What follows belongs to an exercise in optimizing a design on an open flow for small area, a short achievable clock period and few clock cycles; a production flow would make more cautious choices. Function was checked by simulation only, so behaviour that the tests miss may differ from the original. Power and IR drop assume default switching activity.

==> inputs of run a <==
==> flow/design.v <==
/*verilator lint_off DECLFILENAME*/
module CPU (
    input             Clk,
    input             Reset,
    input      [31:0] Input_Data,
    output     [31:0] Address,
    output     [31:0] Output_Data,
    output     [ 3:0] Write_Enable
);
  reg  [31:0] addr_r;      
  reg  [31:2] pc_r;        
  reg  [31:2] ir_r;        
  reg         ir_v;        
  reg  [31:0] dout_r;      
  reg  [ 3:0] we_r;        
  reg         ph1;         
  reg         ph2;         
  reg         m_load;      
  reg         m_cross;     
  reg  [ 4:0] m_rd;        
  reg  [ 2:0] m_f3;        
  reg  [ 3:0] m_we2;       
  wire [31:0] ir = {ir_r, 2'b11};
  wire [ 4:0] opc = ir[6:2];
  wire [ 2:0] f3  = ir[14:12];
  wire [ 4:0] rd  = ir[11:7];
  wire op_lui    = (opc == 5'b01101);
  wire op_auipc  = (opc == 5'b00101);
  wire op_jal    = (opc == 5'b11011);
  wire op_jalr   = (opc == 5'b11001);
  wire op_branch = (opc == 5'b11000);
  wire op_load   = (opc == 5'b00000);
  wire op_store  = (opc == 5'b01000);
  wire op_imm    = (opc == 5'b00100);
  wire op_reg    = (opc == 5'b01100);
  wire [31:0] imm_i = {{20{ir[31]}}, ir[31:20]};
  wire [31:0] imm_s = {{20{ir[31]}}, ir[31:25], ir[11:7]};
  wire [31:0] imm_b = {{19{ir[31]}}, ir[31], ir[7], ir[30:25], ir[11:8], 1'b0};
  wire [31:0] imm_j = {{11{ir[31]}}, ir[31], ir[19:12], ir[20], ir[30:21], 1'b0};
  wire [31:0] imm_u = {ir[31:12], 12'h000};
  wire normal = ~ph1 & ~ph2;
  wire exec   = normal & ir_v;
  reg  [31:0] r_regs [1:31];
  wire        rf_we;
  wire [ 4:0] rf_wa;
  wire [31:0] rf_wd;
  reg  [31:0] wb_d;
  reg  [ 4:0] wb_rd;
  reg         wb_v;
  always @(posedge Clk) begin
    if (wb_v)
      r_regs[wb_rd] <= wb_d;
  end
  reg  [31:1] ra_oh, rb_oh;
  reg         ra_fw, rb_fw;
  reg  [31:0] rs1, rs2;
  integer k;
  always @(*) begin
    rs1 = wb_d & {32{ra_fw}};
    rs2 = wb_d & {32{rb_fw}};
    for (k = 1; k < 32; k = k + 1) begin
      rs1 = rs1 | (r_regs[k] & {32{ra_oh[k]}});
      rs2 = rs2 | (r_regs[k] & {32{rb_oh[k]}});
    end
  end
  wire [31:0] opb = op_reg ? rs2 :
                    op_store ? imm_s : imm_i;
  wire        sub = (op_reg & ir[30] & (f3 == 3'b000)) |
                    ((op_reg | op_imm) & (f3[2:1] == 2'b01));
  wire [32:0] sum;
  add32 u_add (.a(rs1), .b(opb ^ {32{sub}}), .ci(sub), .s(sum));
  wire        ltu = ~sum[32];
  wire        lts = (rs1[31] ^ opb[31]) ? rs1[31] : sum[31];
  wire [ 4:0] shamt = opb[4:0];
  wire        sh_left = ~f3[2];
  reg  [31:0] sh_in;
  reg  [31:0] sh_res;
  integer i;
  always @(*) begin
    for (i = 0; i < 32; i = i + 1)
      sh_in[i] = sh_left ? rs1[31 - i] : rs1[i];
  end
  wire [31:0] sh_r = $signed({ir[30] & ~sh_left & rs1[31], sh_in}) >>> shamt;
  always @(*) begin
    for (i = 0; i < 32; i = i + 1)
      sh_res[i] = sh_left ? sh_r[31 - i] : sh_r[i];
  end
  reg  [31:0] alu;
  always @(*) begin
    case (f3)
      3'b000:  alu = sum[31:0];
      3'b001:  alu = sh_res;
      3'b010:  alu = {31'd0, lts};
      3'b011:  alu = {31'd0, ltu};
      3'b100:  alu = rs1 ^ opb;
      3'b101:  alu = sh_res;
      3'b110:  alu = rs1 | opb;
      default: alu = rs1 & opb;
    endcase
  end
  wire        c_eq  = (rs1 == rs2);
  wire        c_ltu = (rs1 < rs2);
  wire        c_lt  = ($signed(rs1) < $signed(rs2));
  reg         cond;
  always @(*) begin
    case (f3[2:1])
      2'b11:   cond = c_ltu;
      2'b10:   cond = c_lt;
      default: cond = c_eq;
    endcase
  end
  wire        taken = op_jal | op_jalr | (op_branch & (cond ^ f3[0]));
  wire [31:0] pc_imm = op_jal ? imm_j : op_branch ? imm_b : imm_u;
  wire [31:0] pc_add = (op_lui ? 32'd0 : {pc_r, 2'b00}) + pc_imm;
  wire [31:2] target = op_jalr ? sum[31:2] : pc_add[31:2];
  wire [ 1:0] off = sum[1:0];
  wire [ 3:0] size_mask = (f3[1:0] == 2'b00) ? 4'b0001 :
                          (f3[1:0] == 2'b01) ? 4'b0011 : 4'b1111;
  wire [ 7:0] lane_mask = {4'b0000, size_mask} << off;
  wire        crosses = (lane_mask[7:4] != 4'b0000);
  reg  [31:0] st_data;
  always @(*) begin
    case (off)
      2'b00:   st_data = rs2;
      2'b01:   st_data = {rs2[23:0], rs2[31:24]};
      2'b10:   st_data = {rs2[15:0], rs2[31:16]};
      default: st_data = {rs2[ 7:0], rs2[31: 8]};
    endcase
  end
  wire [ 1:0] m_off = addr_r[1:0];
  wire [31:0] merged;
  genvar g;
  generate
    for (g = 0; g < 4; g = g + 1) begin : g_merge
      assign merged[8*g+7:8*g] = (ph2 && g >= m_off) ? dout_r[8*g+7:8*g]
                                                      : Input_Data[8*g+7:8*g];
    end
  endgenerate
  reg  [31:0] ld_rot;
  always @(*) begin
    case (m_off)
      2'b00:   ld_rot = merged;
      2'b01:   ld_rot = {merged[ 7:0], merged[31: 8]};
      2'b10:   ld_rot = {merged[15:0], merged[31:16]};
      default: ld_rot = {merged[23:0], merged[31:24]};
    endcase
  end
  reg  [31:0] ld_data;
  always @(*) begin
    case (m_f3)
      3'b000:  ld_data = {{24{ld_rot[7]}}, ld_rot[7:0]};
      3'b001:  ld_data = {{16{ld_rot[15]}}, ld_rot[15:0]};
      3'b100:  ld_data = {24'd0, ld_rot[7:0]};
      3'b101:  ld_data = {16'd0, ld_rot[15:0]};
      default: ld_data = ld_rot;
    endcase
  end
  wire ld_last = m_load & ((ph1 & ~m_cross) | ph2);
  wire wb_kind = op_lui | op_auipc | op_jal | op_jalr | op_imm | op_reg;
  wire wb_exec = exec & wb_kind;
  assign rf_we = wb_exec | ld_last;
  assign rf_wa = normal ? rd : m_rd;
  assign rf_wd = ~normal ? ld_data :
                 (op_lui | op_auipc) ? pc_add :
                 (op_jal | op_jalr) ? {addr_r[31:2], 2'b00} : alu;
  wire        mem_op = exec & (op_load | op_store);
  wire        redirect = exec & taken;
  wire [31:2] inc_in = (ph1 & m_cross) ? addr_r[31:2] :
                       ~normal ? pc_r : addr_r[31:2];
  wire [31:2] inc = inc_in + 30'd1;
  wire        rd_w = exec & (wb_kind | op_load) & (rd != 5'd0);
  wire        fw_a = rd_w & (Input_Data[19:15] == rd);
  wire        fw_b = rd_w & (Input_Data[24:20] == rd);
  always @(posedge Clk) begin
    if (Reset)
      wb_v <= 1'b0;
    else
      wb_v <= rf_we & (rf_wa != 5'd0);
    wb_d  <= rf_wd;
    wb_rd <= rf_wa;
  end
  always @(posedge Clk) begin
    if (Reset) begin
      addr_r  <= 32'h00000000;
      ir_v    <= 1'b0;
      we_r    <= 4'b0000;
      ph1     <= 1'b0;
      ph2     <= 1'b0;
    end else if (normal) begin
      ir_r  <= Input_Data[31:2];
      ra_fw <= fw_a;
      rb_fw <= fw_b;
      for (k = 1; k < 32; k = k + 1) begin
        ra_oh[k] <= (Input_Data[19:15] == k[4:0]) & ~fw_a;
        rb_oh[k] <= (Input_Data[24:20] == k[4:0]) & ~fw_b;
      end
      pc_r <= addr_r[31:2];
      if (mem_op) begin
        addr_r  <= sum;
        ir_v    <= 1'b1;
        ph1     <= 1'b1;
        we_r    <= op_store ? lane_mask[3:0] : 4'b0000;
      end else if (redirect) begin
        addr_r  <= {target, 2'b00};
        ir_v    <= 1'b0;
      end else begin
        addr_r  <= {inc, 2'b00};
        ir_v    <= 1'b1;
      end
    end else if (ph1 & m_cross) begin
      addr_r  <= {inc, addr_r[1:0]};
      ph1     <= 1'b0;
      ph2     <= 1'b1;
      we_r    <= m_we2;
    end else begin
      addr_r  <= {inc, 2'b00};
      ph1     <= 1'b0;
      ph2     <= 1'b0;
      we_r    <= 4'b0000;
    end
  end
  always @(posedge Clk) begin
    if (mem_op) begin
      m_load  <= op_load;
      m_cross <= crosses;
      m_rd    <= rd;
      m_f3    <= f3;
      m_we2   <= op_store ? lane_mask[7:4] : 4'b0000;
      dout_r  <= st_data;
    end else if (ph1 & m_load) begin
      dout_r  <= Input_Data;
    end
  end
  assign Address      = addr_r;
  assign Output_Data  = dout_r;
  assign Write_Enable = we_r;
endmodule
module add32 (
    input  [31:0] a,
    input  [31:0] b,
    input         ci,
    output [32:0] s
);
  wire [31:0] p0 = a ^ b;
  reg  [31:0] g, p;
  integer l, i, j;
  always @(*) begin
    g = a & b;
    p = p0;
    g[0] = g[0] | (p0[0] & ci);
    for (l = 0; l < 5; l = l + 1) begin
      for (i = 0; i < 32; i = i + 1) begin
        if (i[l]) begin
          j = ((i >> l) << l) - 1;
          g[i] = g[i] | (p[i] & g[j]);
          p[i] = p[i] & p[j];
        end
      end
    end
  end
  assign s = {g[31], p0 ^ {g[30:0], ci}};
endmodule
==> flow/flow/run.sh <==
#!/bin/bash
set -euo pipefail
read -r MARGIN TNS < flow/repair.txt
bash standard.sh SETUP_SLACK_MARGIN=$MARGIN TNS_END_PERCENT=$TNS MATCH_CELL_FOOTPRINT=0 finish > standard_flow.log 2>&1
==> flow/flow/repair.txt <==
10.5 20
==> flow/standard.sh <==
#!/bin/bash
# synth_recipe.tcl (not shown) runs the flow's synth.tcl, then flattens the netlist and writes it again
# the make line also repeats each setting of config.mk as NAME=value (left out here)
make -C /OpenROAD-flow-scripts/flow DESIGN_CONFIG=/design/flow/config.mk WORK_HOME=/design/flow/orfs CLKGATE_MAP_FILE= SYNTH_SCRIPT=/design/flow/synth_recipe.tcl "${@:-finish}"
==> flow/config.mk <==
export PLATFORM = sky130hd
export DESIGN_NAME = CPU
export DESIGN_NICKNAME = CPU
export VERILOG_FILES = /design/flow/design.v
export SDC_FILE = /design/flow/constraint.sdc
export NUM_CORES = 4
export LEC_CHECK = 0
export CAP_MARGIN = 20
export CORE_MARGIN = 2
export CORE_UTILIZATION = 40
export SLEW_MARGIN = 20
==> flow/constraint.sdc <==
create_clock -name core_clock -period 15.0 [get_ports {Clk}]
set_input_delay 3.0000 -clock core_clock [delete_from_list [all_inputs] [get_ports {Clk}]]
set_output_delay 3.0000 -clock core_clock [all_outputs]
set_load 0.01 [all_outputs]
==> inputs of run b, as changes to run a <==
--- a/flow/design.v
+++ b/flow/design.v
@@ -24,6 +24,8 @@
   wire [ 4:0] opc = ir[6:2];
   wire [ 2:0] f3  = ir[14:12];
   wire [ 4:0] rd  = ir[11:7];
+  wire [ 4:0] ra  = ir[19:15];
+  wire [ 4:0] rb  = ir[24:20];
   wire op_lui    = (opc == 5'b01101);
   wire op_auipc  = (opc == 5'b00101);
   wire op_jal    = (opc == 5'b11011);
@@ -44,31 +46,17 @@
   wire        rf_we;
   wire [ 4:0] rf_wa;
   wire [31:0] rf_wd;
-  reg  [31:0] wb_d;
-  reg  [ 4:0] wb_rd;
-  reg         wb_v;
   always @(posedge Clk) begin
-    if (wb_v)
-      r_regs[wb_rd] <= wb_d;
-  end
-  reg  [31:1] ra_oh, rb_oh;
-  reg         ra_fw, rb_fw;
-  reg  [31:0] rs1, rs2;
-  integer k;
-  always @(*) begin
-    rs1 = wb_d & {32{ra_fw}};
-    rs2 = wb_d & {32{rb_fw}};
-    for (k = 1; k < 32; k = k + 1) begin
-      rs1 = rs1 | (r_regs[k] & {32{ra_oh[k]}});
-      rs2 = rs2 | (r_regs[k] & {32{rb_oh[k]}});
-    end
-  end
-  wire [31:0] opb = op_reg ? rs2 :
+    if (rf_we && rf_wa != 5'd0)
+      r_regs[rf_wa] <= rf_wd;
+  end
+  wire [31:0] rs1 = (ra == 5'd0) ? 32'h00000000 : r_regs[ra];
+  wire [31:0] rs2 = (rb == 5'd0) ? 32'h00000000 : r_regs[rb];
+  wire [31:0] opb = (op_reg | op_branch) ? rs2 :
                     op_store ? imm_s : imm_i;
   wire        sub = (op_reg & ir[30] & (f3 == 3'b000)) |
-                    ((op_reg | op_imm) & (f3[2:1] == 2'b01));
-  wire [32:0] sum;
-  add32 u_add (.a(rs1), .b(opb ^ {32{sub}}), .ci(sub), .s(sum));
+                    ((op_reg | op_imm) & (f3[2:1] == 2'b01)) | op_branch;
+  wire [32:0] sum = {1'b0, rs1} + {1'b0, opb ^ {32{sub}}} + {32'd0, sub};
   wire        ltu = ~sum[32];
   wire        lts = (rs1[31] ^ opb[31]) ? rs1[31] : sum[31];
   wire [ 4:0] shamt = opb[4:0];
@@ -99,13 +87,11 @@
     endcase
   end
   wire        c_eq  = (rs1 == rs2);
-  wire        c_ltu = (rs1 < rs2);
-  wire        c_lt  = ($signed(rs1) < $signed(rs2));
   reg         cond;
   always @(*) begin
     case (f3[2:1])
-      2'b11:   cond = c_ltu;
-      2'b10:   cond = c_lt;
+      2'b11:   cond = ltu;
+      2'b10:   cond = lts;
       default: cond = c_eq;
     endcase
   end
@@ -156,8 +142,7 @@
     endcase
   end
   wire ld_last = m_load & ((ph1 & ~m_cross) | ph2);
-  wire wb_kind = op_lui | op_auipc | op_jal | op_jalr | op_imm | op_reg;
-  wire wb_exec = exec & wb_kind;
+  wire wb_exec = exec & (op_lui | op_auipc | op_jal | op_jalr | op_imm | op_reg);
   assign rf_we = wb_exec | ld_last;
   assign rf_wa = normal ? rd : m_rd;
   assign rf_wd = ~normal ? ld_data :
@@ -168,17 +153,6 @@
   wire [31:2] inc_in = (ph1 & m_cross) ? addr_r[31:2] :
                        ~normal ? pc_r : addr_r[31:2];
   wire [31:2] inc = inc_in + 30'd1;
-  wire        rd_w = exec & (wb_kind | op_load) & (rd != 5'd0);
-  wire        fw_a = rd_w & (Input_Data[19:15] == rd);
-  wire        fw_b = rd_w & (Input_Data[24:20] == rd);
-  always @(posedge Clk) begin
-    if (Reset)
-      wb_v <= 1'b0;
-    else
-      wb_v <= rf_we & (rf_wa != 5'd0);
-    wb_d  <= rf_wd;
-    wb_rd <= rf_wa;
-  end
   always @(posedge Clk) begin
     if (Reset) begin
       addr_r  <= 32'h00000000;
@@ -187,13 +161,7 @@
       ph1     <= 1'b0;
       ph2     <= 1'b0;
     end else if (normal) begin
-      ir_r  <= Input_Data[31:2];
-      ra_fw <= fw_a;
-      rb_fw <= fw_b;
-      for (k = 1; k < 32; k = k + 1) begin
-        ra_oh[k] <= (Input_Data[19:15] == k[4:0]) & ~fw_a;
-        rb_oh[k] <= (Input_Data[24:20] == k[4:0]) & ~fw_b;
-      end
+      ir_r <= Input_Data[31:2];
       pc_r <= addr_r[31:2];
       if (mem_op) begin
         addr_r  <= sum;
@@ -235,28 +203,3 @@
   assign Output_Data  = dout_r;
   assign Write_Enable = we_r;
 endmodule
-module add32 (
-    input  [31:0] a,
-    input  [31:0] b,
-    input         ci,
-    output [32:0] s
-);
-  wire [31:0] p0 = a ^ b;
-  reg  [31:0] g, p;
-  integer l, i, j;
-  always @(*) begin
-    g = a & b;
-    p = p0;
-    g[0] = g[0] | (p0[0] & ci);
-    for (l = 0; l < 5; l = l + 1) begin
-      for (i = 0; i < 32; i = i + 1) begin
-        if (i[l]) begin
-          j = ((i >> l) << l) - 1;
-          g[i] = g[i] | (p[i] & g[j]);
-          p[i] = p[i] & p[j];
-        end
-      end
-    end
-  end
-  assign s = {g[31], p0 ^ {g[30:0], ci}};
-endmodule
==> flow/run.sh (new file) <==
#!/bin/bash
# synth_recipe.tcl (not shown) runs the flow's synth.tcl, then flattens the netlist and writes it again
# the make line also repeats each setting of config.mk as NAME=value (left out here)
make -C /OpenROAD-flow-scripts/flow DESIGN_CONFIG=/design/flow/config.mk WORK_HOME=/design/flow/orfs CLKGATE_MAP_FILE= SYNTH_SCRIPT=/design/flow/synth_recipe.tcl finish
removed: flow/flow/run.sh
removed: flow/flow/repair.txt
removed: flow/standard.sh
==> flow_metrics.py <==
metrics = {
    "synthesis": {
        "synthAdderAreaFrac_pct": 2.418,
    },
    "place": {
        "dpl_cell_area_um2": 70180,
    },
    "die": {
        "die_w_um": 411.2,
    },
    "status": {
        "status": "finished clean",
    },
    "critical_path": {
        "cpMostUsedCell": "buf_4",
    },
    "finish": {
        "buf_share_pct": 3.580,
    },
}
the above is filed under run b

==> flow_metrics.py <==
metrics = {
    "status": {
        "status": "finished clean",
    },
    "place": {
        "dpl_cell_area_um2": 68020,
    },
    "critical_path": {
        "critPathArrivalTime_ns": 6.06,
        "cpMostUsedCell": "a21oi_4",
    },
    "finish": {
        "buf_share_pct": 8.355,
        "multi_input_gates": 3608,
        "post_route_cells_drive_above_1_share_pct": 21.69,
    },
    "synthesis": {
        "synthAdderAreaFrac_pct": 3.236,
    },
    "power": {
        "clockPowerShare_pct": 39.7,
    },
}
the above is filed under run a

Testbench counts of run a, summed over its fixed seeds: cycles 128,057.
Testbench counts of run b, summed over its fixed seeds: cycles 128,057.

## what the ideal ports hide
The results above use ideal ports. As a check the final layouts listed here were re-extracted and re-timed, cells and wires unchanged.
Step 1 sets driving cells, clkbuf_16 on the clock port and buf_2 on the other inputs (assumed; they add their load-dependent delay and slew).
Step 2 also shifts input and output timing later by t, the mid clock arrival at the registers, as if the neighbouring blocks saw the same clock.
a / b / c = ideal / step 1 / step 2; a / b = the first two.
run | t (ns) | setup slack, ns | cell pins on the clock port's net
run a | 0.869 | 9.600 / 9.600 / 9.110 | 1
run b | 0.887 | 5.759 / 5.759 / 5.759 | 1
After both steps every run listed still meets setup and hold. The setup slack of run a, which loses most, moves by 0.000 ns with the drivers and by -0.490 ns with both steps.
